Background: an optimization exercise with open tools, aiming at small area. Do not read the settings as production practice. RTL that was checked went through simulation tests only; none was proved equivalent to the original. The RTL of run 1 was laid out without a check of its function. Power figures rest on the tool's default switching activity, not on a simulated workload.

==> flow/design.v (outline; a module is shown in full before it is edited, if it fits) <==
// module bfa: 4 lines
// module bha: 4 lines
// module bhan: 4 lines
// module ntt_mul23_csa: 1086 lines
// module ntt_mult_reduction: 224 lines
// module ntt_butterfly: 83 lines
// module ntt_butterfly2x2: 119 lines
// module ntt_bf2x2_top: 30 lines
module ntt_bf2x2_top (
    input  wire         clk,
    input  wire         reset_n,
    input  wire         zeroize,
    input  wire [2:0]   mode,
    input  wire         enable,
    input  wire [183:0] uvw_i,
    input  wire [275:0] pw_uvw_i,
    input  wire         accumulate,
    output wire [91:0]  uv_o,
    output wire [91:0]  pwo_uv_o,
    output wire         ready_o
);
  // ...
==> flow/run.sh <==
#!/bin/bash
# synth_recipe.tcl (not shown) runs the flow's synth.tcl, then flattens the netlist and writes it again
# the make line also repeats each setting of config.mk as NAME=value (left out here)
make -C /OpenROAD-flow-scripts/flow DESIGN_CONFIG=/design/flow/config.mk WORK_HOME=/design/flow/orfs CLKGATE_MAP_FILE= SYNTH_SCRIPT=/design/flow/synth_recipe.tcl finish
==> flow/config.mk <==
export PLATFORM = sky130hd
export DESIGN_NAME = ntt_bf2x2_top
export DESIGN_NICKNAME = ntt_bf2x2_top
export VERILOG_FILES = /design/flow/design.v
export SDC_FILE = /design/flow/constraint.sdc
export NUM_CORES = 4
export LEC_CHECK = 0
export CAP_MARGIN = 30
export CORE_MARGIN = 2
export CORE_UTILIZATION = 35
export GPL_TIMING_DRIVEN = 0
export PLACE_DENSITY = 0.5
export SLEW_MARGIN = 30
export SYNTH_HIERARCHICAL = 1
==> flow/constraint.sdc <==
create_clock -name core_clock -period 11.0 [get_ports {clk}]
set_input_delay 2.2000 -clock core_clock [delete_from_list [all_inputs] [get_ports {clk}]]
set_output_delay 2.2000 -clock core_clock [all_outputs]
set_load 0.01 [all_outputs]
==> summary.txt, run 1 <==
Outcome:
- The run finished with no timing, DRC or antenna violations.

Yosys:
- The synthesized design spends more area on one cell type than any other, namely fa_1.
- The xor/xnor share of the synthesized area is 0.0416.
- The total of warnings raised by yosys is 9.
- The synthesized netlist contains 101 unique library cells.
- Sorting the synthesized cells by area gives the leading types as fa_1 28%, dfxtp_1 27%, nand2_1 6.3%.

Layout:
- There are 2128 flip-flops and latches.
- Measured on the final layout, buffering overhead outside the clock network stands at 0.0873.
- At the end of the flow the core is filled with cells to 0.404.
- The area growth from synthesis to layout is 15.1%.

Clocking:
- The CTS tree is built.
- The cell at the root of the clock tree is clkbuf_16.

Detailed routing:
- In this run the remaining antenna-violating nets after routing total 0.
- The met3 routed wirelength is about 38000 um.
- The topmost layer with routed signal wires is met5.
- The number of optimization iterations in the first detailed-route pass is 9.
- Detailed routing placed a total of between 200000 and 300000 um of wire on met2.
- The starting DRC count in detailed routing is 10.4k.

Pwr:
- The overall power after layout is 37.5 mW.
- Summed over all combinational cells, the power is 18.2 mW.
- The net switching power is 16.1 mW.

GRT:
- The total overflow reported by the global router is 0.
- For this run, global-route usage on met1 was measured as 0.333.

STA:
- Derived from the worst setup path, the maximum achievable clock frequency is 92.9 MHz.
- The clock arrives with 0.0937 ns of skew.
- The worst pin sits at a relative slew slack of 0.314.

Worst setup path:
- The gate family responsible for the most delay along the worst path is adder cells.
- STA classifies the critical path startpoint as a flip-flop.

Place:
- The post-placement worst setup slack is 0.296 ns.
- The HPWL after detailed placement is 466000 um.

Min path:
- The end of the worst hold path is u_bf2x2.bf_inst10.w4[15].
==> module ntt_mult_reduction, before the edit <==
module ntt_mult_reduction (
    input  wire        clk,
    input  wire [22:0] a_i,
    input  wire [22:0] b_i,
    output logic [22:0] res_o
);
    function automatic [22:0] corr_add(input [23:0] s);
        logic [12:0] fl;
        logic [9:0]  fu;
        logic        lnz, ge;
        lnz = |s[12:0];
        ge  = s[23] | ((&s[22:13]) & lnz);
        fl[0] = 1'b1;
        for (int i = 1; i < 13; i++) fl[i] = fl[i-1] & ~s[i-1];
        fu[0] = lnz;
        for (int j = 1; j < 10; j++) fu[j] = fu[j-1] & s[13+j-1];
        corr_add = s[22:0] ^ ({23{ge}} & {fu, fl});
    endfunction
    function automatic [22:0] corr_sub(input [23:0] d);
        logic [12:0] fl;
        logic [9:0]  fu;
        logic        c;
        fl[0] = 1'b1;
        for (int i = 1; i < 13; i++) fl[i] = fl[i-1] & d[i-1];
        c = &d[12:0];
        fu[0] = ~c;
        for (int j = 1; j < 10; j++) fu[j] = fu[j-1] & ~d[13+j-1];
        corr_sub = d[22:0] ^ ({23{d[23]}} & {fu, fl});
    endfunction
    function automatic [22:0] div2(input [22:0] x);
        logic [21:0] y;
        logic [11:0] fl;
        logic [9:0]  fu;
        logic        c, b;
        y = x[22:1];
        fl[0] = 1'b1;
        for (int i = 1; i < 12; i++) fl[i] = fl[i-1] & y[i-1];
        c = &y[11:0];
        fu[0] = ~c;
        for (int j = 1; j < 10; j++) fu[j] = fu[j-1] & ~y[12+j-1];
        b = ~c & ~(|y[21:12]);
        div2 = {x[0] & ~b, y ^ ({22{x[0]}} & {fu, fl})};
    endfunction
    wire [45:0] sn, cn;
    logic [50:0] zn;
    wire  [50:0] zp;
    wire  [24:0] h0, h1;
    logic [24:0] s_r;
    wire n1, n2, n3, n4, n5, n6, n7, n8, n9, n10, n11, n12, n13, n14, n15, n16;
    wire n17, n18, n19, n20, n21, n22, n23, n24, n25, n26, n27, n28, n29, n30, n31, n32;
    wire n33, n34, n35, n36, n37, n38, n39, n40, n41, n42, n43, n44, n45, n46, n47, n48;
    wire n49, n50, n51, n52, n53, n54, n55, n56, n57, n58, n59, n60, n61, n62, n63, n64;
    wire n65, n66, n67, n68, n69, n70, n71, n72, n73, n74, n75, n76, n77, n78, n79, n80;
    wire n81, n82, n83, n84, n85, n86, n87, n88, n89, n90, n91, n92, n93, n94, n95, n96;
    wire n97, n98, n99, n100, n101, n102, n103, n104, n105, n106, n107, n108, n109, n110, n111, n112;
    wire n113, n114, n115, n116, n117, n118, n119, n120, n121, n122, n123, n124, n125, n126, n127, n128;
    wire n129, n130, n131, n132, n133, n134, n135, n136, n137, n138, n139, n140, n141, n142, n143, n144;
    wire n145, n146, n147, n148, n149, n150, n151, n152, n153, n154, n155, n156, n157, n158, n159, n160;
    wire n161, n162, n163, n164, n165, n166, n167, n168, n169, n170, n171, n172, n173, n174, n175, n176;
    wire n177, n178, n179, n180, n181, n182, n183, n184, n185, n186, n187, n188, n189, n190, n191, n192;
    wire n193, n194, n195, n196, n197, n198, n199, n200, n201, n202, n203, n204, n205, n206, n207, n208;
    wire n209, n210, n211, n212, n213, n214, n215, n216, n217, n218, n219, n220, n221, n222, n223, n224;
    wire n225, n226, n227, n228, n229, n230, n231, n232, n233, n234, n235, n236, n237, n238, n239, n240;
    wire n241, n242, n243, n244, n245, n246, n247, n248, n249, n250, n251, n252, n253, n254, n255, n256;
    wire n257, n258, n259, n260, n261, n262, n263, n264, n265, n266, n267, n268, n269, n270;
    ntt_mul23_csa u_tree (.a(a_i), .b(b_i), .sn(sn), .cn(cn));
    bhan ni1 (.a(sn[0]), .b(cn[0]), .s(n1), .co(n2));
    bfa ni2 (.a(sn[1]), .b(cn[1]), .c(n2), .s(n3), .co(n4));
    bfa ni3 (.a(sn[2]), .b(cn[2]), .c(n4), .s(n5), .co(n6));
    bfa ni4 (.a(sn[3]), .b(cn[3]), .c(n6), .s(n7), .co(n8));
    bfa ni5 (.a(sn[4]), .b(cn[4]), .c(n8), .s(n9), .co(n10));
    bfa ni6 (.a(sn[5]), .b(cn[5]), .c(n10), .s(n11), .co(n12));
    bfa ni7 (.a(sn[6]), .b(cn[6]), .c(n12), .s(n13), .co(n14));
    bhan ni8 (.a(sn[7]), .b(cn[7]), .s(n15), .co(n16));
    bfa ni9 (.a(sn[8]), .b(cn[8]), .c(n16), .s(n17), .co(n18));
    bfa ni10 (.a(sn[9]), .b(cn[9]), .c(n18), .s(n19), .co(n20));
    bfa ni11 (.a(sn[10]), .b(cn[10]), .c(n20), .s(n21), .co(n22));
    bfa ni12 (.a(sn[11]), .b(cn[11]), .c(n22), .s(n23), .co(n24));
    bfa ni13 (.a(sn[12]), .b(cn[12]), .c(n24), .s(n25), .co(n26));
    bhan ni14 (.a(sn[13]), .b(cn[13]), .s(n27), .co(n28));
    bfa ni15 (.a(sn[14]), .b(cn[14]), .c(n28), .s(n29), .co(n30));
    bfa ni16 (.a(sn[15]), .b(cn[15]), .c(n30), .s(n31), .co(n32));
    bfa ni17 (.a(sn[16]), .b(cn[16]), .c(n32), .s(n33), .co(n34));
    bfa ni18 (.a(sn[17]), .b(cn[17]), .c(n34), .s(n35), .co(n36));
    bfa ni19 (.a(sn[18]), .b(cn[18]), .c(n36), .s(n37), .co(n38));
    bfa ni20 (.a(sn[19]), .b(cn[19]), .c(n38), .s(n39), .co(n40));
    bfa ni21 (.a(sn[20]), .b(cn[20]), .c(n40), .s(n41), .co(n42));
    bfa ni22 (.a(sn[21]), .b(cn[21]), .c(n42), .s(n43), .co(n44));
    bfa ni23 (.a(sn[22]), .b(cn[22]), .c(n44), .s(n45), .co(n46));
    bhan ni24 (.a(sn[23]), .b(cn[23]), .s(n47), .co(n48));
    bfa ni25 (.a(sn[24]), .b(cn[24]), .c(n48), .s(n49), .co(n50));
    bfa ni26 (.a(sn[25]), .b(cn[25]), .c(n50), .s(n51), .co(n52));
    bfa ni27 (.a(sn[26]), .b(cn[26]), .c(n52), .s(n53), .co(n54));
    bfa ni28 (.a(sn[27]), .b(cn[27]), .c(n54), .s(n55), .co(n56));
    bfa ni29 (.a(sn[28]), .b(cn[28]), .c(n56), .s(n57), .co(n58));
    bfa ni30 (.a(sn[29]), .b(cn[29]), .c(n58), .s(n59), .co(n60));
    bfa ni31 (.a(sn[30]), .b(cn[30]), .c(n60), .s(n61), .co(n62));
    bfa ni32 (.a(sn[31]), .b(cn[31]), .c(n62), .s(n63), .co(n64));
    bfa ni33 (.a(sn[32]), .b(cn[32]), .c(n64), .s(n65), .co(n66));
    bhan ni34 (.a(sn[33]), .b(cn[33]), .s(n67), .co(n68));
    bfa ni35 (.a(sn[34]), .b(cn[34]), .c(n68), .s(n69), .co(n70));
    bfa ni36 (.a(sn[35]), .b(cn[35]), .c(n70), .s(n71), .co(n72));
    bfa ni37 (.a(sn[36]), .b(cn[36]), .c(n72), .s(n73), .co(n74));
    bfa ni38 (.a(sn[37]), .b(cn[37]), .c(n74), .s(n75), .co(n76));
    bfa ni39 (.a(sn[38]), .b(cn[38]), .c(n76), .s(n77), .co(n78));
    bfa ni40 (.a(sn[39]), .b(cn[39]), .c(n78), .s(n79), .co(n80));
    bfa ni41 (.a(sn[40]), .b(cn[40]), .c(n80), .s(n81), .co(n82));
    bfa ni42 (.a(sn[41]), .b(cn[41]), .c(n82), .s(n83), .co(n84));
    bfa ni43 (.a(sn[42]), .b(cn[42]), .c(n84), .s(n85), .co(n86));
    bhan ni44 (.a(sn[43]), .b(cn[43]), .s(n87), .co(n88));
    bfa ni45 (.a(sn[44]), .b(cn[44]), .c(n88), .s(n89), .co(n90));
    bfa ni46 (.a(sn[45]), .b(cn[45]), .c(n90), .s(n91), .co(n92));
    always_ff @(posedge clk) begin
        zn <= {n86, n66, n46, n26, n14, n91, n89, n87, n85, n83, n81, n79, n77, n75, n73, n71, n69, n67, n65, n63, n61, n59, n57, n55, n53, n51, n49, n47, n45, n43, n41, n39, n37, n35, n33, n31, n29, n27, n25, n23, n21, n19, n17, n15, n13, n11, n9, n7, n5, n3, n1};
    end
    bha ni47 (.a(zp[13]), .b(zp[47]), .s(n93), .co(n94));
    bfa ni48 (.a(zp[0]), .b(zn[23]), .c(zn[48]), .s(n95), .co(n96));
    bfa ni49 (.a(n93), .b(zp[23]), .c(zp[48]), .s(n97), .co(n98));
    bha ni50 (.a(zp[33]), .b(zp[49]), .s(n99), .co(n100));
    bfa ni51 (.a(zp[14]), .b(zp[24]), .c(zp[34]), .s(n101), .co(n102));
    bha ni52 (.a(zp[15]), .b(zp[25]), .s(n103), .co(n104));
    bfa ni53 (.a(n95), .b(zn[33]), .c(zn[49]), .s(n105), .co(n106));
    bfa ni54 (.a(zp[1]), .b(zn[24]), .c(zn[34]), .s(n107), .co(n108));
    bha ni55 (.a(zp[2]), .b(zn[25]), .s(n109), .co(n110));
    bha ni56 (.a(zp[3]), .b(zn[26]), .s(n111), .co(n112));
    bha ni57 (.a(zp[4]), .b(zn[27]), .s(n113), .co(n114));
    bha ni58 (.a(zp[5]), .b(zn[28]), .s(n115), .co(n116));
    bha ni59 (.a(zp[6]), .b(zn[29]), .s(n117), .co(n118));
    bfa ni60 (.a(zp[7]), .b(zp[46]), .c(zn[30]), .s(n119), .co(n120));
    bha ni61 (.a(zp[8]), .b(zn[31]), .s(n121), .co(n122));
    bha ni62 (.a(zp[9]), .b(zn[32]), .s(n123), .co(n124));
    bfa ni63 (.a(zp[10]), .b(zn[33]), .c(zn[49]), .s(n125), .co(n126));
    bha ni64 (.a(zn[43]), .b(zn[50]), .s(n127), .co(n128));
    bha ni65 (.a(zp[11]), .b(zn[34]), .s(n129), .co(n130));
    bha ni66 (.a(zp[12]), .b(zn[35]), .s(n131), .co(n132));
    bfa ni67 (.a(n97), .b(n99), .c(zn[36]), .s(n133), .co(n134));
    bha ni68 (.a(zp[43]), .b(zp[50]), .s(n135), .co(n136));
    bfa ni69 (.a(n101), .b(zn[37]), .c(zp[44]), .s(n137), .co(n138));
    bfa ni70 (.a(n94), .b(n98), .c(n100), .s(n139), .co(n140));
    bfa ni71 (.a(n103), .b(zp[35]), .c(zn[38]), .s(n141), .co(n142));
    bhan ni72 (.a(zp[45]), .b(n102), .s(n143), .co(n144));
    bfa ni73 (.a(zp[16]), .b(zp[26]), .c(zp[36]), .s(n145), .co(n146));
    bhan ni74 (.a(zn[39]), .b(n104), .s(n147), .co(n148));
    bfa ni75 (.a(zp[17]), .b(zp[27]), .c(zp[37]), .s(n149), .co(n150));
    assign n151 = ~zn[40];
    assign n152 = zn[40];
    bfa ni76 (.a(zp[18]), .b(zp[28]), .c(zp[38]), .s(n153), .co(n154));
    assign n155 = ~zn[41];
    assign n156 = zn[41];
    bfa ni77 (.a(zp[19]), .b(zp[29]), .c(zp[39]), .s(n157), .co(n158));
    assign n159 = ~zn[42];
    assign n160 = zn[42];
    bfa ni78 (.a(zp[20]), .b(zp[30]), .c(zp[40]), .s(n161), .co(n162));
    bha ni79 (.a(zn[43]), .b(zn[50]), .s(n163), .co(n164));
    bfa ni80 (.a(zp[21]), .b(zp[31]), .c(zp[41]), .s(n165), .co(n166));
    assign n167 = ~zn[44];
    assign n168 = zn[44];
    bfa ni81 (.a(zp[22]), .b(zp[32]), .c(zp[42]), .s(n169), .co(n170));
    assign n171 = ~zn[45];
    assign n172 = zn[45];
    bha ni82 (.a(n105), .b(zn[43]), .s(n173), .co(n174));
    bfa ni83 (.a(n107), .b(zn[44]), .c(n96), .s(n175), .co(n176));
    bfa ni84 (.a(n109), .b(zn[35]), .c(zn[45]), .s(n177), .co(n178));
    bfa ni85 (.a(n111), .b(zn[36]), .c(n110), .s(n179), .co(n180));
    bfa ni86 (.a(n113), .b(zn[37]), .c(n112), .s(n181), .co(n182));
    bfa ni87 (.a(n115), .b(zn[38]), .c(n114), .s(n183), .co(n184));
    bfa ni88 (.a(n117), .b(zn[39]), .c(n116), .s(n185), .co(n186));
    bfa ni89 (.a(n119), .b(zn[40]), .c(n118), .s(n187), .co(n188));
    bfa ni90 (.a(n121), .b(zn[41]), .c(n120), .s(n189), .co(n190));
    bfa ni91 (.a(n123), .b(zn[42]), .c(n122), .s(n191), .co(n192));
    bfa ni92 (.a(n125), .b(n127), .c(n124), .s(n193), .co(n194));
    bfa ni93 (.a(n129), .b(zn[44]), .c(n126), .s(n195), .co(n196));
    bfa ni94 (.a(n131), .b(zn[45]), .c(n130), .s(n197), .co(n198));
    bfa ni95 (.a(n133), .b(n135), .c(n132), .s(n199), .co(n200));
    bfa ni96 (.a(n137), .b(n139), .c(n134), .s(n201), .co(n202));
    bfa ni97 (.a(n141), .b(n143), .c(n138), .s(n203), .co(n204));
    bfa ni98 (.a(n145), .b(n147), .c(n142), .s(n205), .co(n206));
    bfa ni99 (.a(n149), .b(n151), .c(n146), .s(n207), .co(n208));
    bfa ni100 (.a(n153), .b(n155), .c(n150), .s(n209), .co(n210));
    bfa ni101 (.a(n157), .b(n159), .c(n154), .s(n211), .co(n212));
    bfa ni102 (.a(n161), .b(n163), .c(n158), .s(n213), .co(n214));
    bfa ni103 (.a(n165), .b(n167), .c(n162), .s(n215), .co(n216));
    bfa ni104 (.a(n169), .b(n171), .c(n166), .s(n217), .co(n218));
    bha ni105 (.a(n170), .b(n172), .s(n219), .co(n220));
    bha ni106 (.a(n173), .b(zn[50]), .s(n221), .co(n222));
    bfa ni107 (.a(n175), .b(n106), .c(n174), .s(n223), .co(n224));
    bfa ni108 (.a(n177), .b(n108), .c(n176), .s(n225), .co(n226));
    bhan ni109 (.a(n179), .b(n178), .s(n227), .co(n228));
    bhan ni110 (.a(n181), .b(n180), .s(n229), .co(n230));
    bhan ni111 (.a(n183), .b(n182), .s(n231), .co(n232));
    bhan ni112 (.a(n185), .b(n184), .s(n233), .co(n234));
    bhan ni113 (.a(n187), .b(n186), .s(n235), .co(n236));
    bhan ni114 (.a(n189), .b(n188), .s(n237), .co(n238));
    bhan ni115 (.a(n191), .b(n190), .s(n239), .co(n240));
    bhan ni116 (.a(n193), .b(n192), .s(n241), .co(n242));
    bfa ni117 (.a(n195), .b(n128), .c(n194), .s(n243), .co(n244));
    bhan ni118 (.a(n197), .b(n196), .s(n245), .co(n246));
    bhan ni119 (.a(n199), .b(n198), .s(n247), .co(n248));
    bfa ni120 (.a(n201), .b(n136), .c(n200), .s(n249), .co(n250));
    bfa ni121 (.a(n203), .b(n140), .c(n202), .s(n251), .co(n252));
    bfa ni122 (.a(n205), .b(n144), .c(n204), .s(n253), .co(n254));
    bfa ni123 (.a(n207), .b(n148), .c(n206), .s(n255), .co(n256));
    bfa ni124 (.a(n209), .b(n152), .c(n208), .s(n257), .co(n258));
    bfa ni125 (.a(n211), .b(n156), .c(n210), .s(n259), .co(n260));
    bfa ni126 (.a(n213), .b(n160), .c(n212), .s(n261), .co(n262));
    bfa ni127 (.a(n215), .b(n164), .c(n214), .s(n263), .co(n264));
    bfa ni128 (.a(n217), .b(n168), .c(n216), .s(n265), .co(n266));
    bhan ni129 (.a(n219), .b(n218), .s(n267), .co(n268));
    assign n269 = ~n220;
    assign n270 = n220;
    assign zp = ~zn;
    assign h0 = {n269, n267, n265, n263, n261, n259, n257, n255, n253, n251, n249, n247, n245, n243, n241, n239, n237, n235, n233, n231, n229, n227, n225, n223, n221};
    assign h1 = {n268, n266, n264, n262, n260, n258, n256, n254, n252, n250, n248, n246, n244, n242, n240, n238, n236, n234, n232, n230, n228, n226, n224, n222, 1'b1};
    logic [1:0]  k0;
    logic [23:0] wv;
    always_comb begin
        k0 = s_r[24:23];
        wv = {1'b0, s_r[22:0]} + {9'd0, k0, 13'd0} - {22'd0, k0};
    end
    always_ff @(posedge clk) begin
        s_r   <= h0 + h1;
        res_o <= corr_add(wv);
    end
endmodule
==> run 2: changes to the inputs <==
--- a/flow/design.v
+++ b/flow/design.v
@@ -64,8 +64,4 @@
     assign co = a & b;
 endmodule
-module bhan (input wire a, input wire b, output wire s, output wire co);
-    assign s  = ~(a ^ b);
-    assign co = a | b;
-endmodule
 module ntt_mul23_csa (input wire [22:0] a, input wire [22:0] b, output wire [45:0] sn, output wire [45:0] cn);
     wire pp0_0, pp0_1, pp0_2, pp0_3, pp0_4, pp0_5, pp0_6, pp0_7, pp0_8, pp0_9, pp0_10, pp0_11, pp0_12, pp0_13, pp0_14, pp0_15;
@@ -689,18 +685,18 @@
     assign pp22_21 = ~(a[22] & b[21]);
     assign pp22_22 = ~(a[22] & b[22]);
-    bhan h0 (.a(pp0_19), .b(pp1_18), .s(t1), .co(t2));
+    bfa h0 (.a(pp0_19), .b(pp1_18), .c(1'b1), .s(t1), .co(t2));
     bfa f1 (.a(pp0_20), .b(pp1_19), .c(pp2_18), .s(t3), .co(t4));
-    bhan h2 (.a(pp3_17), .b(pp4_16), .s(t5), .co(t6));
+    bfa h2 (.a(pp3_17), .b(pp4_16), .c(1'b1), .s(t5), .co(t6));
     bfa f3 (.a(pp0_21), .b(pp1_20), .c(pp2_19), .s(t7), .co(t8));
     bfa f4 (.a(pp3_18), .b(pp4_17), .c(pp5_16), .s(t9), .co(t10));
-    bhan h5 (.a(pp6_15), .b(pp7_14), .s(t11), .co(t12));
+    bfa h5 (.a(pp6_15), .b(pp7_14), .c(1'b1), .s(t11), .co(t12));
     bfa f6 (.a(pp0_22), .b(pp1_21), .c(pp2_20), .s(t13), .co(t14));
     bfa f7 (.a(pp3_19), .b(pp4_18), .c(pp5_17), .s(t15), .co(t16));
     bfa f8 (.a(pp6_16), .b(pp7_15), .c(pp8_14), .s(t17), .co(t18));
-    bhan h9 (.a(pp9_13), .b(pp10_12), .s(t19), .co(t20));
+    bfa h9 (.a(pp9_13), .b(pp10_12), .c(1'b1), .s(t19), .co(t20));
     bfa f10 (.a(pp1_22), .b(pp2_21), .c(pp3_20), .s(t21), .co(t22));
     bfa f11 (.a(pp4_19), .b(pp5_18), .c(pp6_17), .s(t23), .co(t24));
     bfa f12 (.a(pp7_16), .b(pp8_15), .c(pp9_14), .s(t25), .co(t26));
-    bhan h13 (.a(pp10_13), .b(pp11_12), .s(t27), .co(t28));
+    bfa h13 (.a(pp10_13), .b(pp11_12), .c(1'b1), .s(t27), .co(t28));
     bfa f14 (.a(pp2_22), .b(pp3_21), .c(pp4_20), .s(t29), .co(t30));
     bfa f15 (.a(pp5_19), .b(pp6_18), .c(pp7_17), .s(t31), .co(t32));
@@ -709,19 +705,19 @@
     bfa f18 (.a(pp6_19), .b(pp7_18), .c(pp8_17), .s(t37), .co(t38));
     bfa f19 (.a(pp4_22), .b(pp5_21), .c(pp6_20), .s(t39), .co(t40));
-    bhan h20 (.a(pp0_13), .b(pp1_12), .s(t41), .co(t42));
+    bfa h20 (.a(pp0_13), .b(pp1_12), .c(1'b1), .s(t41), .co(t42));
     bfa f21 (.a(pp0_14), .b(pp1_13), .c(pp2_12), .s(t43), .co(t44));
-    bhan h22 (.a(pp3_11), .b(pp4_10), .s(t45), .co(t46));
+    bfa h22 (.a(pp3_11), .b(pp4_10), .c(1'b1), .s(t45), .co(t46));
     bfa f23 (.a(pp0_15), .b(pp1_14), .c(pp2_13), .s(t47), .co(t48));
     bfa f24 (.a(pp3_12), .b(pp4_11), .c(pp5_10), .s(t49), .co(t50));
-    bhan h25 (.a(pp6_9), .b(pp7_8), .s(t51), .co(t52));
+    bfa h25 (.a(pp6_9), .b(pp7_8), .c(1'b1), .s(t51), .co(t52));
     bfa f26 (.a(pp0_16), .b(pp1_15), .c(pp2_14), .s(t53), .co(t54));
     bfa f27 (.a(pp3_13), .b(pp4_12), .c(pp5_11), .s(t55), .co(t56));
     bfa f28 (.a(pp6_10), .b(pp7_9), .c(pp8_8), .s(t57), .co(t58));
-    bhan h29 (.a(pp9_7), .b(pp10_6), .s(t59), .co(t60));
+    bfa h29 (.a(pp9_7), .b(pp10_6), .c(1'b1), .s(t59), .co(t60));
     bfa f30 (.a(pp0_17), .b(pp1_16), .c(pp2_15), .s(t61), .co(t62));
     bfa f31 (.a(pp3_14), .b(pp4_13), .c(pp5_12), .s(t63), .co(t64));
     bfa f32 (.a(pp6_11), .b(pp7_10), .c(pp8_9), .s(t65), .co(t66));
     bfa f33 (.a(pp9_8), .b(pp10_7), .c(pp11_6), .s(t67), .co(t68));
-    bhan h34 (.a(pp12_5), .b(pp13_4), .s(t69), .co(t70));
+    bfa h34 (.a(pp12_5), .b(pp13_4), .c(1'b1), .s(t69), .co(t70));
     bfa f35 (.a(pp0_18), .b(pp1_17), .c(pp2_16), .s(t71), .co(t72));
     bfa f36 (.a(pp3_15), .b(pp4_14), .c(pp5_13), .s(t73), .co(t74));
@@ -729,5 +725,5 @@
     bfa f38 (.a(pp9_9), .b(pp10_8), .c(pp11_7), .s(t77), .co(t78));
     bfa f39 (.a(pp12_6), .b(pp13_5), .c(pp14_4), .s(t79), .co(t80));
-    bhan h40 (.a(pp15_3), .b(pp16_2), .s(t81), .co(t82));
+    bfa h40 (.a(pp15_3), .b(pp16_2), .c(1'b1), .s(t81), .co(t82));
     bfa f41 (.a(t1), .b(pp2_17), .c(pp3_16), .s(t83), .co(t84));
     bfa f42 (.a(pp4_15), .b(pp5_14), .c(pp6_13), .s(t85), .co(t86));
@@ -799,14 +795,14 @@
     bfa f108 (.a(pp12_19), .b(pp13_18), .c(pp14_17), .s(t217), .co(t218));
     bfa f109 (.a(pp10_22), .b(pp11_21), .c(pp12_20), .s(t219), .co(t220));
-    bhan h110 (.a(pp0_9), .b(pp1_8), .s(t221), .co(t222));
+    bfa h110 (.a(pp0_9), .b(pp1_8), .c(1'b1), .s(t221), .co(t222));
     bfa f111 (.a(pp0_10), .b(pp1_9), .c(pp2_8), .s(t223), .co(t224));
-    bhan h112 (.a(pp3_7), .b(pp4_6), .s(t225), .co(t226));
+    bfa h112 (.a(pp3_7), .b(pp4_6), .c(1'b1), .s(t225), .co(t226));
     bfa f113 (.a(pp0_11), .b(pp1_10), .c(pp2_9), .s(t227), .co(t228));
     bfa f114 (.a(pp3_8), .b(pp4_7), .c(pp5_6), .s(t229), .co(t230));
-    bhan h115 (.a(pp6_5), .b(pp7_4), .s(t231), .co(t232));
+    bfa h115 (.a(pp6_5), .b(pp7_4), .c(1'b1), .s(t231), .co(t232));
     bfa f116 (.a(pp0_12), .b(pp1_11), .c(pp2_10), .s(t233), .co(t234));
     bfa f117 (.a(pp3_9), .b(pp4_8), .c(pp5_7), .s(t235), .co(t236));
     bfa f118 (.a(pp6_6), .b(pp7_5), .c(pp8_4), .s(t237), .co(t238));
-    bhan h119 (.a(pp9_3), .b(pp10_2), .s(t239), .co(t240));
+    bfa h119 (.a(pp9_3), .b(pp10_2), .c(1'b1), .s(t239), .co(t240));
     bfa f120 (.a(t41), .b(pp2_11), .c(pp3_10), .s(t241), .co(t242));
     bfa f121 (.a(pp4_9), .b(pp5_8), .c(pp6_7), .s(t243), .co(t244));
@@ -899,10 +895,10 @@
     bfa f208 (.a(pp16_19), .b(pp17_18), .c(pp18_17), .s(t417), .co(t418));
     bfa f209 (.a(pp14_22), .b(pp15_21), .c(pp16_20), .s(t419), .co(t420));
-    bhan h210 (.a(pp0_6), .b(pp1_5), .s(t421), .co(t422));
+    bfa h210 (.a(pp0_6), .b(pp1_5), .c(1'b1), .s(t421), .co(t422));
     bfa f211 (.a(pp0_7), .b(pp1_6), .c(pp2_5), .s(t423), .co(t424));
-    bhan h212 (.a(pp3_4), .b(pp4_3), .s(t425), .co(t426));
+    bfa h212 (.a(pp3_4), .b(pp4_3), .c(1'b1), .s(t425), .co(t426));
     bfa f213 (.a(pp0_8), .b(pp1_7), .c(pp2_6), .s(t427), .co(t428));
     bfa f214 (.a(pp3_5), .b(pp4_4), .c(pp5_3), .s(t429), .co(t430));
-    bhan h215 (.a(pp6_2), .b(pp7_1), .s(t431), .co(t432));
+    bfa h215 (.a(pp6_2), .b(pp7_1), .c(1'b1), .s(t431), .co(t432));
     bfa f216 (.a(t221), .b(pp2_7), .c(pp3_6), .s(t433), .co(t434));
     bfa f217 (.a(pp4_5), .b(pp5_4), .c(pp6_3), .s(t435), .co(t436));
@@ -995,7 +991,7 @@
     bfa f304 (.a(pp19_19), .b(pp20_18), .c(pp21_17), .s(t609), .co(t610));
     bfa f305 (.a(pp17_22), .b(pp18_21), .c(pp19_20), .s(t611), .co(t612));
-    bhan h306 (.a(pp0_4), .b(pp1_3), .s(t613), .co(t614));
+    bfa h306 (.a(pp0_4), .b(pp1_3), .c(1'b1), .s(t613), .co(t614));
     bfa f307 (.a(pp0_5), .b(pp1_4), .c(pp2_3), .s(t615), .co(t616));
-    bhan h308 (.a(pp3_2), .b(pp4_1), .s(t617), .co(t618));
+    bfa h308 (.a(pp3_2), .b(pp4_1), .c(1'b1), .s(t617), .co(t618));
     bfa f309 (.a(t421), .b(pp2_4), .c(pp3_3), .s(t619), .co(t620));
     bfa f310 (.a(pp4_2), .b(pp5_1), .c(pp6_0), .s(t621), .co(t622));
@@ -1069,5 +1065,5 @@
     bfa f378 (.a(pp21_19), .b(pp22_18), .c(t612), .s(t757), .co(t758));
     bfa f379 (.a(pp19_22), .b(pp20_21), .c(pp21_20), .s(t759), .co(t760));
-    bhan h380 (.a(pp0_3), .b(pp1_2), .s(t761), .co(t762));
+    bfa h380 (.a(pp0_3), .b(pp1_2), .c(1'b1), .s(t761), .co(t762));
     bfa f381 (.a(t613), .b(pp2_2), .c(pp3_1), .s(t763), .co(t764));
     bfa f382 (.a(t615), .b(t617), .c(pp5_0), .s(t765), .co(t766));
@@ -1109,5 +1105,5 @@
     bfa f418 (.a(t759), .b(pp22_19), .c(t756), .s(t837), .co(t838));
     bfa f419 (.a(pp20_22), .b(pp21_21), .c(pp22_20), .s(t839), .co(t840));
-    bhan h420 (.a(pp0_2), .b(pp1_1), .s(t841), .co(t842));
+    bfa h420 (.a(pp0_2), .b(pp1_1), .c(1'b1), .s(t841), .co(t842));
     bfa f421 (.a(t761), .b(pp2_1), .c(pp3_0), .s(t843), .co(t844));
     bfa f422 (.a(t763), .b(pp4_0), .c(t762), .s(t845), .co(t846));
@@ -1154,4 +1150,290 @@
     assign cn = {1'b1, t924, t922, t920, t918, t916, t914, t912, t910, t908, t906, t904, t902, t900, t898, t896, t894, t892, t890, t888, t886, t884, t882, t880, t878, t876, t874, t872, t870, t868, t866, t864, t862, t860, t858, t856, t854, t852, t850, t848, t846, t844, t842, pp2_0, pp1_0, 1'b1};
 endmodule
+module ntt_add23_ci (input wire [22:0] a, input wire [22:0] b, output wire [23:0] s);
+    wire s0_0, c0_0, s0_1, c0_1, s0_2, c0_2, s0_3, c0_3, s0_4, c0_4, cb0, s0_5, c0_5, s0_6, c0_6, s0_7;
+    wire c0_7, s0_8, c0_8, s0_9, c0_9, s0_10, c0_10, t_6, t_7, t_8, t_9, t_10, all1, cb1, s0_11, c0_11;
+    wire s0_12, c0_12, s0_13, c0_13, s0_14, c0_14, s0_15, c0_15, s0_16, c0_16, t_12, t_13, t_14, t_15, t_16, all2;
+    wire cb2, s0_17, c0_17, s0_18, c0_18, s0_19, c0_19, s0_20, c0_20, s0_21, c0_21, s0_22, c0_22, t_18, t_19, t_20;
+    wire t_21, t_22, all3, cb3;
+    bha h0 (.a(a[0]), .b(b[0]), .s(s0_0), .co(c0_0));
+    bfa f1 (.a(a[1]), .b(b[1]), .c(c0_0), .s(s0_1), .co(c0_1));
+    bfa f2 (.a(a[2]), .b(b[2]), .c(c0_1), .s(s0_2), .co(c0_2));
+    bfa f3 (.a(a[3]), .b(b[3]), .c(c0_2), .s(s0_3), .co(c0_3));
+    bfa f4 (.a(a[4]), .b(b[4]), .c(c0_3), .s(s0_4), .co(c0_4));
+    assign s[0] = s0_0;
+    assign s[1] = s0_1;
+    assign s[2] = s0_2;
+    assign s[3] = s0_3;
+    assign s[4] = s0_4;
+    assign cb0 = c0_4;
+    bha h5 (.a(a[5]), .b(b[5]), .s(s0_5), .co(c0_5));
+    bfa f6 (.a(a[6]), .b(b[6]), .c(c0_5), .s(s0_6), .co(c0_6));
+    bfa f7 (.a(a[7]), .b(b[7]), .c(c0_6), .s(s0_7), .co(c0_7));
+    bfa f8 (.a(a[8]), .b(b[8]), .c(c0_7), .s(s0_8), .co(c0_8));
+    bfa f9 (.a(a[9]), .b(b[9]), .c(c0_8), .s(s0_9), .co(c0_9));
+    bfa f10 (.a(a[10]), .b(b[10]), .c(c0_9), .s(s0_10), .co(c0_10));
+    assign s[5] = s0_5 ^ cb0;
+    assign t_6 = cb0 & s0_5;
+    assign s[6] = s0_6 ^ t_6;
+    assign t_7 = t_6 & s0_6;
+    assign s[7] = s0_7 ^ t_7;
+    assign t_8 = t_7 & s0_7;
+    assign s[8] = s0_8 ^ t_8;
+    assign t_9 = t_8 & s0_8;
+    assign s[9] = s0_9 ^ t_9;
+    assign t_10 = t_9 & s0_9;
+    assign s[10] = s0_10 ^ t_10;
+    assign all1 = s0_5 & s0_6 & s0_7 & s0_8 & s0_9 & s0_10;
+    assign cb1 = c0_10 | (cb0 & all1);
+    bha h11 (.a(a[11]), .b(b[11]), .s(s0_11), .co(c0_11));
+    bfa f12 (.a(a[12]), .b(b[12]), .c(c0_11), .s(s0_12), .co(c0_12));
+    bfa f13 (.a(a[13]), .b(b[13]), .c(c0_12), .s(s0_13), .co(c0_13));
+    bfa f14 (.a(a[14]), .b(b[14]), .c(c0_13), .s(s0_14), .co(c0_14));
+    bfa f15 (.a(a[15]), .b(b[15]), .c(c0_14), .s(s0_15), .co(c0_15));
+    bfa f16 (.a(a[16]), .b(b[16]), .c(c0_15), .s(s0_16), .co(c0_16));
+    assign s[11] = s0_11 ^ cb1;
+    assign t_12 = cb1 & s0_11;
+    assign s[12] = s0_12 ^ t_12;
+    assign t_13 = t_12 & s0_12;
+    assign s[13] = s0_13 ^ t_13;
+    assign t_14 = t_13 & s0_13;
+    assign s[14] = s0_14 ^ t_14;
+    assign t_15 = t_14 & s0_14;
+    assign s[15] = s0_15 ^ t_15;
+    assign t_16 = t_15 & s0_15;
+    assign s[16] = s0_16 ^ t_16;
+    assign all2 = s0_11 & s0_12 & s0_13 & s0_14 & s0_15 & s0_16;
+    assign cb2 = c0_16 | (cb1 & all2);
+    bha h17 (.a(a[17]), .b(b[17]), .s(s0_17), .co(c0_17));
+    bfa f18 (.a(a[18]), .b(b[18]), .c(c0_17), .s(s0_18), .co(c0_18));
+    bfa f19 (.a(a[19]), .b(b[19]), .c(c0_18), .s(s0_19), .co(c0_19));
+    bfa f20 (.a(a[20]), .b(b[20]), .c(c0_19), .s(s0_20), .co(c0_20));
+    bfa f21 (.a(a[21]), .b(b[21]), .c(c0_20), .s(s0_21), .co(c0_21));
+    bfa f22 (.a(a[22]), .b(b[22]), .c(c0_21), .s(s0_22), .co(c0_22));
+    assign s[17] = s0_17 ^ cb2;
+    assign t_18 = cb2 & s0_17;
+    assign s[18] = s0_18 ^ t_18;
+    assign t_19 = t_18 & s0_18;
+    assign s[19] = s0_19 ^ t_19;
+    assign t_20 = t_19 & s0_19;
+    assign s[20] = s0_20 ^ t_20;
+    assign t_21 = t_20 & s0_20;
+    assign s[21] = s0_21 ^ t_21;
+    assign t_22 = t_21 & s0_21;
+    assign s[22] = s0_22 ^ t_22;
+    assign all3 = s0_17 & s0_18 & s0_19 & s0_20 & s0_21 & s0_22;
+    assign cb3 = c0_22 | (cb2 & all3);
+    assign s[23] = cb3;
+endmodule
+module ntt_sub23_ci (input wire [22:0] a, input wire [22:0] b, output wire [23:0] s);
+    wire [22:0] bn;
+    assign bn = ~b;
+    wire s0_0, c0_0, s0_1, c0_1, s0_2, c0_2, s0_3, c0_3, s0_4, c0_4, cb0, s0_5, c0_5, s0_6, c0_6, s0_7;
+    wire c0_7, s0_8, c0_8, s0_9, c0_9, s0_10, c0_10, t_6, t_7, t_8, t_9, t_10, all1, cb1, s0_11, c0_11;
+    wire s0_12, c0_12, s0_13, c0_13, s0_14, c0_14, s0_15, c0_15, s0_16, c0_16, t_12, t_13, t_14, t_15, t_16, all2;
+    wire cb2, s0_17, c0_17, s0_18, c0_18, s0_19, c0_19, s0_20, c0_20, s0_21, c0_21, s0_22, c0_22, t_18, t_19, t_20;
+    wire t_21, t_22, all3, cb3;
+    bfa f0 (.a(a[0]), .b(bn[0]), .c(1'b1), .s(s0_0), .co(c0_0));
+    bfa f1 (.a(a[1]), .b(bn[1]), .c(c0_0), .s(s0_1), .co(c0_1));
+    bfa f2 (.a(a[2]), .b(bn[2]), .c(c0_1), .s(s0_2), .co(c0_2));
+    bfa f3 (.a(a[3]), .b(bn[3]), .c(c0_2), .s(s0_3), .co(c0_3));
+    bfa f4 (.a(a[4]), .b(bn[4]), .c(c0_3), .s(s0_4), .co(c0_4));
+    assign s[0] = s0_0;
+    assign s[1] = s0_1;
+    assign s[2] = s0_2;
+    assign s[3] = s0_3;
+    assign s[4] = s0_4;
+    assign cb0 = c0_4;
+    bha h5 (.a(a[5]), .b(bn[5]), .s(s0_5), .co(c0_5));
+    bfa f6 (.a(a[6]), .b(bn[6]), .c(c0_5), .s(s0_6), .co(c0_6));
+    bfa f7 (.a(a[7]), .b(bn[7]), .c(c0_6), .s(s0_7), .co(c0_7));
+    bfa f8 (.a(a[8]), .b(bn[8]), .c(c0_7), .s(s0_8), .co(c0_8));
+    bfa f9 (.a(a[9]), .b(bn[9]), .c(c0_8), .s(s0_9), .co(c0_9));
+    bfa f10 (.a(a[10]), .b(bn[10]), .c(c0_9), .s(s0_10), .co(c0_10));
+    assign s[5] = s0_5 ^ cb0;
+    assign t_6 = cb0 & s0_5;
+    assign s[6] = s0_6 ^ t_6;
+    assign t_7 = t_6 & s0_6;
+    assign s[7] = s0_7 ^ t_7;
+    assign t_8 = t_7 & s0_7;
+    assign s[8] = s0_8 ^ t_8;
+    assign t_9 = t_8 & s0_8;
+    assign s[9] = s0_9 ^ t_9;
+    assign t_10 = t_9 & s0_9;
+    assign s[10] = s0_10 ^ t_10;
+    assign all1 = s0_5 & s0_6 & s0_7 & s0_8 & s0_9 & s0_10;
+    assign cb1 = c0_10 | (cb0 & all1);
+    bha h11 (.a(a[11]), .b(bn[11]), .s(s0_11), .co(c0_11));
+    bfa f12 (.a(a[12]), .b(bn[12]), .c(c0_11), .s(s0_12), .co(c0_12));
+    bfa f13 (.a(a[13]), .b(bn[13]), .c(c0_12), .s(s0_13), .co(c0_13));
+    bfa f14 (.a(a[14]), .b(bn[14]), .c(c0_13), .s(s0_14), .co(c0_14));
+    bfa f15 (.a(a[15]), .b(bn[15]), .c(c0_14), .s(s0_15), .co(c0_15));
+    bfa f16 (.a(a[16]), .b(bn[16]), .c(c0_15), .s(s0_16), .co(c0_16));
+    assign s[11] = s0_11 ^ cb1;
+    assign t_12 = cb1 & s0_11;
+    assign s[12] = s0_12 ^ t_12;
+    assign t_13 = t_12 & s0_12;
+    assign s[13] = s0_13 ^ t_13;
+    assign t_14 = t_13 & s0_13;
+    assign s[14] = s0_14 ^ t_14;
+    assign t_15 = t_14 & s0_14;
+    assign s[15] = s0_15 ^ t_15;
+    assign t_16 = t_15 & s0_15;
+    assign s[16] = s0_16 ^ t_16;
+    assign all2 = s0_11 & s0_12 & s0_13 & s0_14 & s0_15 & s0_16;
+    assign cb2 = c0_16 | (cb1 & all2);
+    bha h17 (.a(a[17]), .b(bn[17]), .s(s0_17), .co(c0_17));
+    bfa f18 (.a(a[18]), .b(bn[18]), .c(c0_17), .s(s0_18), .co(c0_18));
+    bfa f19 (.a(a[19]), .b(bn[19]), .c(c0_18), .s(s0_19), .co(c0_19));
+    bfa f20 (.a(a[20]), .b(bn[20]), .c(c0_19), .s(s0_20), .co(c0_20));
+    bfa f21 (.a(a[21]), .b(bn[21]), .c(c0_20), .s(s0_21), .co(c0_21));
+    bfa f22 (.a(a[22]), .b(bn[22]), .c(c0_21), .s(s0_22), .co(c0_22));
+    assign s[17] = s0_17 ^ cb2;
+    assign t_18 = cb2 & s0_17;
+    assign s[18] = s0_18 ^ t_18;
+    assign t_19 = t_18 & s0_18;
+    assign s[19] = s0_19 ^ t_19;
+    assign t_20 = t_19 & s0_19;
+    assign s[20] = s0_20 ^ t_20;
+    assign t_21 = t_20 & s0_20;
+    assign s[21] = s0_21 ^ t_21;
+    assign t_22 = t_21 & s0_21;
+    assign s[22] = s0_22 ^ t_22;
+    assign all3 = s0_17 & s0_18 & s0_19 & s0_20 & s0_21 & s0_22;
+    assign cb3 = c0_22 | (cb2 & all3);
+    assign s[23] = cb3;
+endmodule
+module ntt_sub23_rc (input wire [22:0] a, input wire [22:0] b, output wire [23:0] s);
+    wire [22:0] bn;
+    assign bn = ~b;
+    wire s0_0, c0_0, s0_1, c0_1, s0_2, c0_2, s0_3, c0_3, s0_4, c0_4, s0_5, c0_5, s0_6, c0_6, s0_7, c0_7;
+    wire s0_8, c0_8, s0_9, c0_9, s0_10, c0_10, s0_11, c0_11, s0_12, c0_12, s0_13, c0_13, s0_14, c0_14, s0_15, c0_15;
+    wire s0_16, c0_16, s0_17, c0_17, s0_18, c0_18, s0_19, c0_19, s0_20, c0_20, s0_21, c0_21, s0_22, c0_22, cb0;
+    bfa f0 (.a(a[0]), .b(bn[0]), .c(1'b1), .s(s0_0), .co(c0_0));
+    bfa f1 (.a(a[1]), .b(bn[1]), .c(c0_0), .s(s0_1), .co(c0_1));
+    bfa f2 (.a(a[2]), .b(bn[2]), .c(c0_1), .s(s0_2), .co(c0_2));
+    bfa f3 (.a(a[3]), .b(bn[3]), .c(c0_2), .s(s0_3), .co(c0_3));
+    bfa f4 (.a(a[4]), .b(bn[4]), .c(c0_3), .s(s0_4), .co(c0_4));
+    bfa f5 (.a(a[5]), .b(bn[5]), .c(c0_4), .s(s0_5), .co(c0_5));
+    bfa f6 (.a(a[6]), .b(bn[6]), .c(c0_5), .s(s0_6), .co(c0_6));
+    bfa f7 (.a(a[7]), .b(bn[7]), .c(c0_6), .s(s0_7), .co(c0_7));
+    bfa f8 (.a(a[8]), .b(bn[8]), .c(c0_7), .s(s0_8), .co(c0_8));
+    bfa f9 (.a(a[9]), .b(bn[9]), .c(c0_8), .s(s0_9), .co(c0_9));
+    bfa f10 (.a(a[10]), .b(bn[10]), .c(c0_9), .s(s0_10), .co(c0_10));
+    bfa f11 (.a(a[11]), .b(bn[11]), .c(c0_10), .s(s0_11), .co(c0_11));
+    bfa f12 (.a(a[12]), .b(bn[12]), .c(c0_11), .s(s0_12), .co(c0_12));
+    bfa f13 (.a(a[13]), .b(bn[13]), .c(c0_12), .s(s0_13), .co(c0_13));
+    bfa f14 (.a(a[14]), .b(bn[14]), .c(c0_13), .s(s0_14), .co(c0_14));
+    bfa f15 (.a(a[15]), .b(bn[15]), .c(c0_14), .s(s0_15), .co(c0_15));
+    bfa f16 (.a(a[16]), .b(bn[16]), .c(c0_15), .s(s0_16), .co(c0_16));
+    bfa f17 (.a(a[17]), .b(bn[17]), .c(c0_16), .s(s0_17), .co(c0_17));
+    bfa f18 (.a(a[18]), .b(bn[18]), .c(c0_17), .s(s0_18), .co(c0_18));
+    bfa f19 (.a(a[19]), .b(bn[19]), .c(c0_18), .s(s0_19), .co(c0_19));
+    bfa f20 (.a(a[20]), .b(bn[20]), .c(c0_19), .s(s0_20), .co(c0_20));
+    bfa f21 (.a(a[21]), .b(bn[21]), .c(c0_20), .s(s0_21), .co(c0_21));
+    bfa f22 (.a(a[22]), .b(bn[22]), .c(c0_21), .s(s0_22), .co(c0_22));
+    assign s[0] = s0_0;
+    assign s[1] = s0_1;
+    assign s[2] = s0_2;
+    assign s[3] = s0_3;
+    assign s[4] = s0_4;
+    assign s[5] = s0_5;
+    assign s[6] = s0_6;
+    assign s[7] = s0_7;
+    assign s[8] = s0_8;
+    assign s[9] = s0_9;
+    assign s[10] = s0_10;
+    assign s[11] = s0_11;
+    assign s[12] = s0_12;
+    assign s[13] = s0_13;
+    assign s[14] = s0_14;
+    assign s[15] = s0_15;
+    assign s[16] = s0_16;
+    assign s[17] = s0_17;
+    assign s[18] = s0_18;
+    assign s[19] = s0_19;
+    assign s[20] = s0_20;
+    assign s[21] = s0_21;
+    assign s[22] = s0_22;
+    assign cb0 = c0_22;
+    assign s[23] = cb0;
+endmodule
+module ntt_add25_ci (input wire [24:0] a, input wire [24:0] b, output wire [25:0] s);
+    wire s0_0, c0_0, s0_1, c0_1, s0_2, c0_2, s0_3, c0_3, s0_4, c0_4, s0_5, c0_5, s0_6, c0_6, s0_7, c0_7;
+    wire s0_8, c0_8, cb0, s0_9, c0_9, s0_10, c0_10, s0_11, c0_11, s0_12, c0_12, s0_13, c0_13, s0_14, c0_14, s0_15;
+    wire c0_15, s0_16, c0_16, t_10, t_11, t_12, t_13, t_14, t_15, t_16, all1, cb1, s0_17, c0_17, s0_18, c0_18;
+    wire s0_19, c0_19, s0_20, c0_20, s0_21, c0_21, s0_22, c0_22, s0_23, c0_23, s0_24, c0_24, t_18, t_19, t_20, t_21;
+    wire t_22, t_23, t_24, all2, cb2;
+    bha h0 (.a(a[0]), .b(b[0]), .s(s0_0), .co(c0_0));
+    bfa f1 (.a(a[1]), .b(b[1]), .c(c0_0), .s(s0_1), .co(c0_1));
+    bfa f2 (.a(a[2]), .b(b[2]), .c(c0_1), .s(s0_2), .co(c0_2));
+    bfa f3 (.a(a[3]), .b(b[3]), .c(c0_2), .s(s0_3), .co(c0_3));
+    bfa f4 (.a(a[4]), .b(b[4]), .c(c0_3), .s(s0_4), .co(c0_4));
+    bfa f5 (.a(a[5]), .b(b[5]), .c(c0_4), .s(s0_5), .co(c0_5));
+    bfa f6 (.a(a[6]), .b(b[6]), .c(c0_5), .s(s0_6), .co(c0_6));
+    bfa f7 (.a(a[7]), .b(b[7]), .c(c0_6), .s(s0_7), .co(c0_7));
+    bfa f8 (.a(a[8]), .b(b[8]), .c(c0_7), .s(s0_8), .co(c0_8));
+    assign s[0] = s0_0;
+    assign s[1] = s0_1;
+    assign s[2] = s0_2;
+    assign s[3] = s0_3;
+    assign s[4] = s0_4;
+    assign s[5] = s0_5;
+    assign s[6] = s0_6;
+    assign s[7] = s0_7;
+    assign s[8] = s0_8;
+    assign cb0 = c0_8;
+    bha h9 (.a(a[9]), .b(b[9]), .s(s0_9), .co(c0_9));
+    bfa f10 (.a(a[10]), .b(b[10]), .c(c0_9), .s(s0_10), .co(c0_10));
+    bfa f11 (.a(a[11]), .b(b[11]), .c(c0_10), .s(s0_11), .co(c0_11));
+    bfa f12 (.a(a[12]), .b(b[12]), .c(c0_11), .s(s0_12), .co(c0_12));
+    bfa f13 (.a(a[13]), .b(b[13]), .c(c0_12), .s(s0_13), .co(c0_13));
+    bfa f14 (.a(a[14]), .b(b[14]), .c(c0_13), .s(s0_14), .co(c0_14));
+    bfa f15 (.a(a[15]), .b(b[15]), .c(c0_14), .s(s0_15), .co(c0_15));
+    bfa f16 (.a(a[16]), .b(b[16]), .c(c0_15), .s(s0_16), .co(c0_16));
+    assign s[9] = s0_9 ^ cb0;
+    assign t_10 = cb0 & s0_9;
+    assign s[10] = s0_10 ^ t_10;
+    assign t_11 = t_10 & s0_10;
+    assign s[11] = s0_11 ^ t_11;
+    assign t_12 = t_11 & s0_11;
+    assign s[12] = s0_12 ^ t_12;
+    assign t_13 = t_12 & s0_12;
+    assign s[13] = s0_13 ^ t_13;
+    assign t_14 = t_13 & s0_13;
+    assign s[14] = s0_14 ^ t_14;
+    assign t_15 = t_14 & s0_14;
+    assign s[15] = s0_15 ^ t_15;
+    assign t_16 = t_15 & s0_15;
+    assign s[16] = s0_16 ^ t_16;
+    assign all1 = s0_9 & s0_10 & s0_11 & s0_12 & s0_13 & s0_14 & s0_15 & s0_16;
+    assign cb1 = c0_16 | (cb0 & all1);
+    bha h17 (.a(a[17]), .b(b[17]), .s(s0_17), .co(c0_17));
+    bfa f18 (.a(a[18]), .b(b[18]), .c(c0_17), .s(s0_18), .co(c0_18));
+    bfa f19 (.a(a[19]), .b(b[19]), .c(c0_18), .s(s0_19), .co(c0_19));
+    bfa f20 (.a(a[20]), .b(b[20]), .c(c0_19), .s(s0_20), .co(c0_20));
+    bfa f21 (.a(a[21]), .b(b[21]), .c(c0_20), .s(s0_21), .co(c0_21));
+    bfa f22 (.a(a[22]), .b(b[22]), .c(c0_21), .s(s0_22), .co(c0_22));
+    bfa f23 (.a(a[23]), .b(b[23]), .c(c0_22), .s(s0_23), .co(c0_23));
+    bfa f24 (.a(a[24]), .b(b[24]), .c(c0_23), .s(s0_24), .co(c0_24));
+    assign s[17] = s0_17 ^ cb1;
+    assign t_18 = cb1 & s0_17;
+    assign s[18] = s0_18 ^ t_18;
+    assign t_19 = t_18 & s0_18;
+    assign s[19] = s0_19 ^ t_19;
+    assign t_20 = t_19 & s0_19;
+    assign s[20] = s0_20 ^ t_20;
+    assign t_21 = t_20 & s0_20;
+    assign s[21] = s0_21 ^ t_21;
+    assign t_22 = t_21 & s0_21;
+    assign s[22] = s0_22 ^ t_22;
+    assign t_23 = t_22 & s0_22;
+    assign s[23] = s0_23 ^ t_23;
+    assign t_24 = t_23 & s0_23;
+    assign s[24] = s0_24 ^ t_24;
+    assign all2 = s0_17 & s0_18 & s0_19 & s0_20 & s0_21 & s0_22 & s0_23 & s0_24;
+    assign cb2 = c0_24 | (cb1 & all2);
+    assign s[25] = cb2;
+endmodule
 module ntt_mult_reduction (
     input  wire        clk,
@@ -1201,4 +1483,5 @@
     wire  [50:0] zp;
     wire  [24:0] h0, h1;
+    wire  [25:0]   hs;
     logic [24:0] s_r;
     wire n1, n2, n3, n4, n5, n6, n7, n8, n9, n10, n11, n12, n13, n14, n15, n16;
@@ -1220,5 +1503,6 @@
     wire n257, n258, n259, n260, n261, n262, n263, n264, n265, n266, n267, n268, n269, n270;
     ntt_mul23_csa u_tree (.a(a_i), .b(b_i), .sn(sn), .cn(cn));
-    bhan ni1 (.a(sn[0]), .b(cn[0]), .s(n1), .co(n2));
+    ntt_add25_ci u_sum (.a(h0), .b(h1), .s(hs));
+    bfa ni1 (.a(sn[0]), .b(cn[0]), .c(1'b1), .s(n1), .co(n2));
     bfa ni2 (.a(sn[1]), .b(cn[1]), .c(n2), .s(n3), .co(n4));
     bfa ni3 (.a(sn[2]), .b(cn[2]), .c(n4), .s(n5), .co(n6));
@@ -1227,5 +1511,5 @@
     bfa ni6 (.a(sn[5]), .b(cn[5]), .c(n10), .s(n11), .co(n12));
     bfa ni7 (.a(sn[6]), .b(cn[6]), .c(n12), .s(n13), .co(n14));
-    bhan ni8 (.a(sn[7]), .b(cn[7]), .s(n15), .co(n16));
+    bfa ni8 (.a(sn[7]), .b(cn[7]), .c(1'b1), .s(n15), .co(n16));
     bfa ni9 (.a(sn[8]), .b(cn[8]), .c(n16), .s(n17), .co(n18));
     bfa ni10 (.a(sn[9]), .b(cn[9]), .c(n18), .s(n19), .co(n20));
@@ -1233,5 +1517,5 @@
     bfa ni12 (.a(sn[11]), .b(cn[11]), .c(n22), .s(n23), .co(n24));
     bfa ni13 (.a(sn[12]), .b(cn[12]), .c(n24), .s(n25), .co(n26));
-    bhan ni14 (.a(sn[13]), .b(cn[13]), .s(n27), .co(n28));
+    bfa ni14 (.a(sn[13]), .b(cn[13]), .c(1'b1), .s(n27), .co(n28));
     bfa ni15 (.a(sn[14]), .b(cn[14]), .c(n28), .s(n29), .co(n30));
     bfa ni16 (.a(sn[15]), .b(cn[15]), .c(n30), .s(n31), .co(n32));
@@ -1243,5 +1527,5 @@
     bfa ni22 (.a(sn[21]), .b(cn[21]), .c(n42), .s(n43), .co(n44));
     bfa ni23 (.a(sn[22]), .b(cn[22]), .c(n44), .s(n45), .co(n46));
-    bhan ni24 (.a(sn[23]), .b(cn[23]), .s(n47), .co(n48));
+    bfa ni24 (.a(sn[23]), .b(cn[23]), .c(1'b1), .s(n47), .co(n48));
     bfa ni25 (.a(sn[24]), .b(cn[24]), .c(n48), .s(n49), .co(n50));
     bfa ni26 (.a(sn[25]), .b(cn[25]), .c(n50), .s(n51), .co(n52));
@@ -1253,5 +1537,5 @@
     bfa ni32 (.a(sn[31]), .b(cn[31]), .c(n62), .s(n63), .co(n64));
     bfa ni33 (.a(sn[32]), .b(cn[32]), .c(n64), .s(n65), .co(n66));
-    bhan ni34 (.a(sn[33]), .b(cn[33]), .s(n67), .co(n68));
+    bfa ni34 (.a(sn[33]), .b(cn[33]), .c(1'b1), .s(n67), .co(n68));
     bfa ni35 (.a(sn[34]), .b(cn[34]), .c(n68), .s(n69), .co(n70));
     bfa ni36 (.a(sn[35]), .b(cn[35]), .c(n70), .s(n71), .co(n72));
@@ -1263,5 +1547,5 @@
     bfa ni42 (.a(sn[41]), .b(cn[41]), .c(n82), .s(n83), .co(n84));
     bfa ni43 (.a(sn[42]), .b(cn[42]), .c(n84), .s(n85), .co(n86));
-    bhan ni44 (.a(sn[43]), .b(cn[43]), .s(n87), .co(n88));
+    bfa ni44 (.a(sn[43]), .b(cn[43]), .c(1'b1), .s(n87), .co(n88));
     bfa ni45 (.a(sn[44]), .b(cn[44]), .c(n88), .s(n89), .co(n90));
     bfa ni46 (.a(sn[45]), .b(cn[45]), .c(n90), .s(n91), .co(n92));
@@ -1294,7 +1578,7 @@
     bfa ni70 (.a(n94), .b(n98), .c(n100), .s(n139), .co(n140));
     bfa ni71 (.a(n103), .b(zp[35]), .c(zn[38]), .s(n141), .co(n142));
-    bhan ni72 (.a(zp[45]), .b(n102), .s(n143), .co(n144));
+    bfa ni72 (.a(zp[45]), .b(n102), .c(1'b1), .s(n143), .co(n144));
     bfa ni73 (.a(zp[16]), .b(zp[26]), .c(zp[36]), .s(n145), .co(n146));
-    bhan ni74 (.a(zn[39]), .b(n104), .s(n147), .co(n148));
+    bfa ni74 (.a(zn[39]), .b(n104), .c(1'b1), .s(n147), .co(n148));
     bfa ni75 (.a(zp[17]), .b(zp[27]), .c(zp[37]), .s(n149), .co(n150));
     assign n151 = ~zn[40];
@@ -1341,15 +1625,15 @@
     bfa ni107 (.a(n175), .b(n106), .c(n174), .s(n223), .co(n224));
     bfa ni108 (.a(n177), .b(n108), .c(n176), .s(n225), .co(n226));
-    bhan ni109 (.a(n179), .b(n178), .s(n227), .co(n228));
-    bhan ni110 (.a(n181), .b(n180), .s(n229), .co(n230));
-    bhan ni111 (.a(n183), .b(n182), .s(n231), .co(n232));
-    bhan ni112 (.a(n185), .b(n184), .s(n233), .co(n234));
-    bhan ni113 (.a(n187), .b(n186), .s(n235), .co(n236));
-    bhan ni114 (.a(n189), .b(n188), .s(n237), .co(n238));
-    bhan ni115 (.a(n191), .b(n190), .s(n239), .co(n240));
-    bhan ni116 (.a(n193), .b(n192), .s(n241), .co(n242));
+    bfa ni109 (.a(n179), .b(n178), .c(1'b1), .s(n227), .co(n228));
+    bfa ni110 (.a(n181), .b(n180), .c(1'b1), .s(n229), .co(n230));
+    bfa ni111 (.a(n183), .b(n182), .c(1'b1), .s(n231), .co(n232));
+    bfa ni112 (.a(n185), .b(n184), .c(1'b1), .s(n233), .co(n234));
+    bfa ni113 (.a(n187), .b(n186), .c(1'b1), .s(n235), .co(n236));
+    bfa ni114 (.a(n189), .b(n188), .c(1'b1), .s(n237), .co(n238));
+    bfa ni115 (.a(n191), .b(n190), .c(1'b1), .s(n239), .co(n240));
+    bfa ni116 (.a(n193), .b(n192), .c(1'b1), .s(n241), .co(n242));
     bfa ni117 (.a(n195), .b(n128), .c(n194), .s(n243), .co(n244));
-    bhan ni118 (.a(n197), .b(n196), .s(n245), .co(n246));
-    bhan ni119 (.a(n199), .b(n198), .s(n247), .co(n248));
+    bfa ni118 (.a(n197), .b(n196), .c(1'b1), .s(n245), .co(n246));
+    bfa ni119 (.a(n199), .b(n198), .c(1'b1), .s(n247), .co(n248));
     bfa ni120 (.a(n201), .b(n136), .c(n200), .s(n249), .co(n250));
     bfa ni121 (.a(n203), .b(n140), .c(n202), .s(n251), .co(n252));
@@ -1361,5 +1645,5 @@
     bfa ni127 (.a(n215), .b(n164), .c(n214), .s(n263), .co(n264));
     bfa ni128 (.a(n217), .b(n168), .c(n216), .s(n265), .co(n266));
-    bhan ni129 (.a(n219), .b(n218), .s(n267), .co(n268));
+    bfa ni129 (.a(n219), .b(n218), .c(1'b1), .s(n267), .co(n268));
     assign n269 = ~n220;
     assign n270 = n220;
@@ -1374,5 +1658,5 @@
     end
     always_ff @(posedge clk) begin
-        s_r   <= h0 + h1;
+        s_r   <= hs[24:0];
         res_o <= corr_add(wv);
     end
@@ -1442,13 +1726,17 @@
     logic [22:0] xa;                           
     logic [22:0] add_a, add_b, mul_b;
+    wire  [23:0] umv_s, ar_s, sr_s;            
     assign add_a = ({23{sa_uv}} & opu_i) | ({23{sa_u4}} & u4) | ({23{sa_w4}} & w4);
     assign add_b = ({23{sa_uv}} & opv_i) | ({23{sb_p4}} & p4);
     assign mul_b = ({23{bs_w1}} & w1) | ({23{bs_w2}} & w2) | ({23{bs_u1}} & u1);
+    ntt_sub23_ci u_umv (.a(opu_i), .b(opv_i), .s(umv_s));
+    ntt_add23_ci u_ar  (.a(add_a), .b(add_b), .s(ar_s));
+    ntt_sub23_rc u_sr  (.a(u4), .b(p4), .s(sr_s));
     always_ff @(posedge clk) begin
         u1 <= opu_i; u2 <= u1; u3 <= u2; u4 <= u3;
         w1 <= opw_i; w2 <= w1; w3 <= w2; w4 <= w3;
-        umv_r <= {1'b0, opu_i} - {1'b0, opv_i};
-        ar_r  <= {1'b0, add_a} + {1'b0, add_b};
-        sr_r  <= {1'b0, u4} - {1'b0, p4};
+        umv_r <= {~umv_s[23], umv_s[22:0]};
+        ar_r  <= ar_s;
+        sr_r  <= {~sr_s[23], sr_s[22:0]};
         h1 <= div2(ar); h2 <= h1; h3 <= h2; h4 <= h3;
         xa <= ({23{sx_v}} & opv_i) | ({23{sx_g}} & div2(umv));
--- a/flow/config.mk
+++ b/flow/config.mk
@@ -9,5 +9,5 @@
 export CORE_MARGIN = 2
 export CORE_UTILIZATION = 35
-export GPL_TIMING_DRIVEN = 0
+export CTS_BUF_LIST = sky130_fd_sc_hd__clkbuf_4 sky130_fd_sc_hd__clkbuf_8
 export PLACE_DENSITY = 0.5
 export SLEW_MARGIN = 30
==> run 2 against run 1 <==
Net effect: non-clock buffer count decreased by 778; sequential share of layout area increased by 1.9 points; combinational power decreased by 6%; cell count decreased by 13%; fmax increased by 8.9%; via count decreased by 14%; hold slack got worse by 0.033 ns; clock power increased by 0.6%; setup slack improved by 0.88 ns; critical path type unchanged; largest cell class unchanged; largest power group unchanged.
==> summary.txt, run 2 <==
Outcome:
- Outcome: complete, no violations (unchanged).

GRT:
- The number of global-route vias before repair is 103k (was 116k).
- The wire length of the first global-routing pass is 745000 um (was 809000 um).
- The total overflow reported by the global router is 0 (unchanged).

Die:
- The die outline width is 655 um (was 667 um).
- The floorplan die height is 655 um (was 667 um).

STA:
- The worst clock skew is 0.110 ns (was 0.0937 ns).
- The achievable clock frequency is 101 MHz (was 92.9 MHz).
- The max-slew violation count is 0 (unchanged).
- The worst max-slew margin expressed relative to the limit came to 0.273 (was 0.314).
- The portion of the clock cycle consumed by the worst path in the final layout is 0.898 (was 0.978).
- The count of final setup violators is 0 (unchanged).

Layout:
- The area overhead of the layout relative to synthesis came to 10.7% (was 15.1%).
- The share of layout cells above drive strength 1 is 0.0931 (was 0.0953).
- The post-layout net count is 16.8k (was 19.4k).
- The number of fillers in the final layout came to 41.1k (was 43.1k).
- Most used cells in the layout excluding fill and tap cells: 2632 x fa_1, 2451 x nand2_1, 2105 x dfxtp_1 (was 2599 x nand2_1, 2148 x fa_1, 2113 x dfxtp_1).
- The sequential cell area is 0.0427 sq mm (about the same).

Detailed routing:
- The met3 routed wirelength is 34900 um (was 37600 um).
- The routed length on met2 is 240000 um (was 251000 um).
- The DRC violation count after routing came to 0 (unchanged).
- The topmost layer with routed signal wires is met5 (unchanged).
- The final antenna-violating net count came to 0 (unchanged).
- The starting DRC count in detailed routing is 9138 (was 10.4k).
- The vias after detailed routing is 97.8k (was 113k).
- The total routed wire length on the met1 layer is 217000 um (was 241000 um).
- The number of optimization iterations in the first detailed-route pass was 9 (unchanged).

Clocking:
- The clock edge transition at the registers on the reported setup and hold paths came to 0.07 ns (was 0.06 ns).
- The CTS tree is built (unchanged).
- The post-CTS setup-driven buffer insertion count is 0 (unchanged).
- The number of buffers inserted for hold repair after clock tree synthesis was 0 (unchanged).
- The cell at the root of the clock tree is clkbuf_8 (was clkbuf_16).

Yosys:
- The synthesized instance count is 13.0k (was 15.2k).
- The total of warnings raised by yosys was 9 (unchanged).
- The post-synthesis instance area is 0.148 sq mm (was 0.154 sq mm).

Pwr:
- The leakage power total is 55.2 nW (was 63.8 nW).
- The overall power after layout is 36.7 mW (was 37.5 mW).
- The switching part of the total is 0.418 (was 0.430).
- The net switching power was 15.3 mW (was 16.1 mW).
- The total power divided by cell area is 223 mW/mm^2 (was 212 mW/mm^2).

Worst setup path:
- The maximum fanout encountered on the critical timing path is 46 (was 10).
- The critical path data arrival time was 10.77 ns (was 11.58 ns).
- The startpoint type of the worst setup path is a flip-flop (unchanged).
- The kind of end point of the critical path is a flip-flop (unchanged).

Min path:
- The worst hold path startpoint is u_bf2x2.bf_inst00.h2[0] (was u_bf2x2.bf_inst10.w3[15]).

Place:
- The port buffer count is 652 (unchanged).
- The global placer's final weighted congestion is 0.943 (was 0.967).
- The detailed placement HPWL is 417000 um (was 466000 um).

Job:
- The number of maximum-capacitance constraint violations came to 0 (unchanged).
==> run 2: power by group through the flow <==
stage          Clock [mW]  Combinational (mW)  Sequential, mW
2_1_floorplan           0                13.5            10.3
6_report             8.40                17.1            11.1
5_1_grt              8.95                19.3            11.3
4_1_cts              8.63                17.3            11.1
3_3_place_gp            0                17.1            11.3
3_5_place_dp            0                17.1            11.3
==> run 2: through the flow <==
step                std cells  hold slack [ns]  worst slack (ns)  utilization
finish                  19295            0.247              1.12        0.390
global route            19275            0.250             0.856        0.390
CTS                     19189            0.251              1.12        0.389
detailed placement      18512            0.312              1.18        0.369
global placement        18510            0.310              1.21        0.369
floorplan               13154            0.310              1.48            -
==> run 2: final timing paths <==
| path | endpoint | slack, ns | cells past startpoint |
|---|---|---|---|
| max | u_bf2x2.bf_inst00.u_mul.zn[32] | 1.12 | 22 |
| min | u_bf2x2.bf_inst00.h3[0] | 0.25 | 0 |
| max reg2reg | u_bf2x2.bf_inst00.u_mul.zn[32] | 1.12 | 22 |
| min reg2reg | u_bf2x2.bf_inst00.h3[0] | 0.25 | 0 |
| max in group asynchronous | u_bf2x2.ready_reg[1] | 8.87 | 1 |
| min in group asynchronous | u_bf2x2.ready_reg[0] | 1.59 | 1 |
==> run 2: final cells by class <==
class / instances / share of cell area
Multi-Input combinational cell: 8994 / 0.570
Timing Repair Buffer: 940 / 0.0540
Tap cell: 5640 / 0.0430
Clock buffer: 546 / 0.0425
Sequential cell: 2128 / 0.260
Inverter: 810 / 0.0185
Antenna cell: 106 / 0.00162
Clock inverter: 131 / 0.0101
==> run 2: per-layer routing <==
layer / track usage / vias to the layer above
li1: - / 42262
met1: 0.321 / 50761
met2: 0.384 / 3901
met3: 0.0380 / 823
met4: 0.115 / 6
met5: 0 / -
==> run 2: critical path, cell delays in order, from the launching register on <==
cell and delay (ns):
dfstp_2 0.68, nor2b_4 0.09, buf_12 0.17, a222oi_1 0.37, inv_1 0.39, nand2_1 0.21, fa_1 0.44, fa_1 0.58
fa_1 0.45, fa_1 0.52, fa_1 0.54, fa_1 0.52, fa_1 0.53, fa_1 0.46, fa_1 0.40, fa_1 0.39
fa_1 0.42, fa_1 0.41, fa_1 0.39, fa_1 0.40, fa_1 0.39, fa_1 0.39, fa_1 0.44
